Source: an optimization exercise on an open RTL-to-GDS flow (aim: small area, a short achievable clock period and few clock cycles per item). Production flows keep margins and buffers that such runs may drop. Power and IR drop assume default switching activity.

Setup of run 1:
## divider
module divider(quotient, remainder, done, divisor, dividend, start, clk, rst);
Size in the first run: about 1500 cells after synthesis, ~110 flip-flops, roughly 130 I/O pins, about 9500 µm² of cells after synthesis.
Settings: LEC_CHECK=0, ABC_AREA=1, CAP_MARGIN=20, CORE_MARGIN=2, CORE_UTILIZATION=40, PLACE_DENSITY=0.6, SETUP_SLACK_MARGIN=2.6, SLEW_MARGIN=20, BUFFER_PORTS_ARGS=-buffer_cell sky130_fd_sc_hd__buf_1; clock period 5.0 ns.
standard.sh (not shown) runs the stock make flow with config.mk's settings and CLKGATE_MAP_FILE= SYNTH_SCRIPT=/design/flow/synth_recipe.tcl, a recipe that flattens the netlist after the stock synthesis.
==> flow/flow/run.sh <==
#!/bin/bash
# Own layout flow: the standard synthesis unchanged, then the standard ORFS
# steps with a few extra ORFS settings (flow/extra.mk) appended to config.mk
# after synthesis, so that synthesis is exactly the standard flow's.
set -euo pipefail
here="$(pwd)"
bash standard.sh synth > "$here/log_synth.txt" 2>&1
cat flow/extra.mk >> config.mk
bash standard.sh > "$here/log_layout.txt" 2>&1
==> flow/flow/extra.mk <==
export BUFFER_PORTS_ARGS = -buffer_cell sky130_fd_sc_hd__buf_1
Every stage of the flow completed for run 1, and the final layout passed the timing, DRC and antenna checks.
Input-level comparison between run 2 and run 1:
Settings: putting CTS_BUF_LIST at sky130_fd_sc_hd__clkbuf_8 where nothing was set; swapping 2.6 for 2.5 in SETUP_SLACK_MARGIN.
Results
When run 2 is measured against run 1, its worst reg-to-reg setup slack turns out 0.02 ns lower.
Number of antenna cells inserted (lower): run 1
Compare run 1 and run 2 | hold slack lower: run 2
For final cell count, run 2 and run 1 come out practically identical.
For run 2, the worst setup path startpoint was remainder[14], unlike run 1, where it was remainder[0].
In the tables for run 1 and run 2, worst-path maximum fanout reads lower with run 1.
| final period demand of the worst path | run 2 vs run 1 | 0.019 ns higher |
When run 2 is set beside run 1, its least setup slack across all paths after layout turns out to be 0.019 ns smaller.
Of run 1 and run 2, the run reporting the lower met1 routed wirelength after detailed routing was run 2.
## Diff of input files: run 3 against run 2
Settings: SETUP_SLACK_MARGIN: 2.5 -> 2.6.
==> comparison <==
- Run 3 vs run 2 — routed wire length on met2 dropped 330 µm.
- Peak ir drop on the vdd network (run 3 vs. run 2) increases by more than half
- Area fraction of clock buffers and clock inverters is lower on run 2
- Delta (run 3 minus run 2): area added between synthesis and finish picked up an extra 1.9 points; hold slack neither gained nor lost much; share of the cycle needed by the critical path after routing lost 0.65 points; global-route usage neither gained nor lost much.
- Run 3 has more setup slack than run 2.
What run 4 does differently from run 3 at the input level:
Settings: a change of SETUP_SLACK_MARGIN from 2.6 to 2.7.
==> comparison <==
Going from run 3 to run 4, number of vias per cell grew by 1.8%; portion of the clock cycle consumed by the worst path in the final layout shrank by 0.91 points.
Sequential share of layout area down 0.82 points in run 4 wrt run 3
Diff run 3 -> run 4 | fraction of layout instances using a drive strength above 1 | increase of 3.0 points
Looking at combinational power across run 3 and run 4, the one that comes out higher is run 4.
When the final numbers for run 3 and run 4 were put side by side, the depth of the worst register-to-register path turned out to be greater in run 3.
Run 4 can be clocked faster than run 3.
Run 4 does better than run 3 on worst-case setup margin in the final layout.
Routed metal-1 wirelength went down slightly going from run 3 to run 4.
> inputs changed (run 4 -> run 5)
Settings: SETUP_SLACK_MARGIN: 2.7 -> 2.65.
## What came out
Run 5: PASS, flow complete, no timing, DRC or antenna violations. Share of the clock period used by the worst path on run 5 is up relative to run 4. Taking run 4 as the reference, in run 5 layout overhead on the synthesized area has decreased; net switching power figure has decreased; routed wire length lower. Diff run 5..run 4 | setup-violating endpoint count in the final report | unchanged. Run 4 has higher design area than run 5. Total power of the final layout (lower): run 5. Reported combinational group power went down by a few percent going from run 4 to run 5.
No run of this note included a check of the RTL's function; only the layout flow was run.

== job 5668 ==
Another version of the RTL of divider (not shown whole).
For scale: about 910 cells after synthesis, roughly 100 flip-flops, ~130 I/O pins, roughly 8200 µm² of cells after synthesis.
make LEC_CHECK=0 CAP_MARGIN=20 CORE_MARGIN=2 CORE_UTILIZATION=40 GPL_TIMING_DRIVEN=0 PLACE_DENSITY=0.6 SLEW_MARGIN=20 finish   # period 5.0 ns
run.sh (not shown) runs the stock make flow with config.mk's settings and CLKGATE_MAP_FILE= SYNTH_SCRIPT=/design/flow/synth_recipe.tcl, a recipe that flattens the netlist after the stock synthesis.
Stock flow here: none of the scripts above is used.
Job 5668 completed end to end with timing, DRC and antenna clean.
### job 5668 -> job 2805
diff --git a/flow/config.mk b/flow/config.mk
--- a/flow/config.mk
+++ b/flow/config.mk
@@ -6,8 +6,8 @@
 export NUM_CORES = 4
 export LEC_CHECK = 0
+export ABC_CLOCK_PERIOD_IN_PS = 2500
 export CAP_MARGIN = 20
 export CORE_MARGIN = 2
 export CORE_UTILIZATION = 40
-export GPL_TIMING_DRIVEN = 0
 export PLACE_DENSITY = 0.6
 export SLEW_MARGIN = 20
### Flow results
Job 2805 has completed all stages; timing, DRC and antenna checks passed. From job 5668 to job 2805 the numbers moved as follows: final worst slack shows an increase of 0.22 ns; largest net degree at the start of global routing shows an increase of about 200%. Against job 5668, job 2805 comes in 1.7 points lower on signed area change from the synthesized netlist to the final layout. Looking at total power draw across job 2805 and job 5668, the one that comes out higher is job 5668. In terms of complex-gate fraction of the synthesized area, job 5668 and job 2805 differ only marginally. Job 2805 vs job 5668: final area down slightly. Job 2805 ended up with a higher sequential share of layout area than job 5668 did.
## Diff of input files: job 6796 against job 2805
diff --git a/flow/config.mk b/flow/config.mk
--- a/flow/config.mk
+++ b/flow/config.mk
@@ -6,5 +6,4 @@
 export NUM_CORES = 4
 export LEC_CHECK = 0
-export ABC_CLOCK_PERIOD_IN_PS = 2500
 export CAP_MARGIN = 20
 export CORE_MARGIN = 2
--- outcome ---
- Job 2805 -> job 6796: number of standard cells after synthesis delta 0, exact match
- Job 6796 and job 2805 ended up with nearly the same number of gates resized after CTS.
- Re count of clock-buffer cells in the layout: no difference whatsoever between job 6796 and job 2805.
- Pin count of the biggest net entering global routing came out exactly the same in job 6796 and job 2805.
- As far as minimum setup slack in the final design goes, job 2805 and job 6796 are indistinguishable; the numbers are identical.
- Job 6796 -> job 2805: area taken by multi-input logic gates delta 0, exact match
- Across job 6796 and job 2805, the outcome is the same: a clean finish for every run.
- For buffer count from post-CTS setup fixing, job 2805 and job 6796 come out practically identical.
- From job 6796 to job 2805, proportion of synthesized chip area in sequential cells did not move at all.
Inputs modified between job 6796 and job 9221:
diff --git a/flow/config.mk b/flow/config.mk
--- a/flow/config.mk
+++ b/flow/config.mk
@@ -6,7 +6,9 @@
 export NUM_CORES = 4
 export LEC_CHECK = 0
+export ABC_CLOCK_PERIOD_IN_PS = 2500
 export CAP_MARGIN = 20
 export CORE_MARGIN = 2
 export CORE_UTILIZATION = 40
 export PLACE_DENSITY = 0.6
+export SETUP_SLACK_MARGIN = 1.5
 export SLEW_MARGIN = 20
==> comparison <==
Job 6796 → job 9221: via count increased by 28 relative to the old numbers; combinational share of power increased by 0.7 points relative to the old numbers; share of synthesized cell area in and, or, nand and nor gates closely matched the old numbers.
Job 9221 vs. job 6796: overall power went up by 140 µW.
Of job 6796 and job 9221, the run reporting the higher area overhead of the layout relative to synthesis was job 9221.
No run of this note included a check of the RTL's function; only the layout flow was run.

what the ideal ports hide:
The flow's constraints put no driver on any port. The routed layouts listed below were extracted and timed again, unchanged, in two steps. Step 1 (the two cells are an assumption about what drives the block):
set clk [get_ports {clk}]
set_driving_cell -lib_cell sky130_fd_sc_hd__clkbuf_16 $clk
set_driving_cell -lib_cell sky130_fd_sc_hd__buf_2 [delete_from_list [all_inputs] $clk]
Step 2 moves the port delays by t, midway between the first and last clock arrival at a register: inputs arrive t later, outputs are due t later. That takes back most of the time a late clock gives input paths. Three values: ideal ports, drivers, drivers and shift; two values: the first two.
| run | t (ns) | setup WS [ns] | worst register clock-pin slew, ns |
|---|---|---|---|
| run 1 | 0.471 | 2.648 / 2.648 / 2.240 | 0.07 / 0.07 |
| run 2 | 0.510 | 2.630 / 2.630 / 2.139 | 0.10 / 0.10 |
| run 3 | 0.494 | 2.662 / 2.662 / 2.225 | 0.10 / 0.10 |
| run 4 | 0.493 | 2.708 / 2.708 / 2.294 | 0.09 / 0.09 |
| run 5 | 0.493 | 2.678 / 2.678 / 2.258 | 0.09 / 0.09 |
| job 5668 | 0.406 | 0.794 / 0.812 / 0.405 | 0.09 / 0.09 |
| job 2805 | 0.411 | 1.013 / 1.036 / 0.624 | 0.09 / 0.09 |
| job 6796 | 0.411 | 1.013 / 1.036 / 0.624 | 0.09 / 0.09 |
| job 9221 | 0.409 | 1.429 / 1.432 / 1.023 | 0.09 / 0.09 |
After both steps every run listed still meets setup and hold. The setup slack of run 2, which loses most, moves by 0.000 ns with the drivers and by -0.491 ns with both steps.
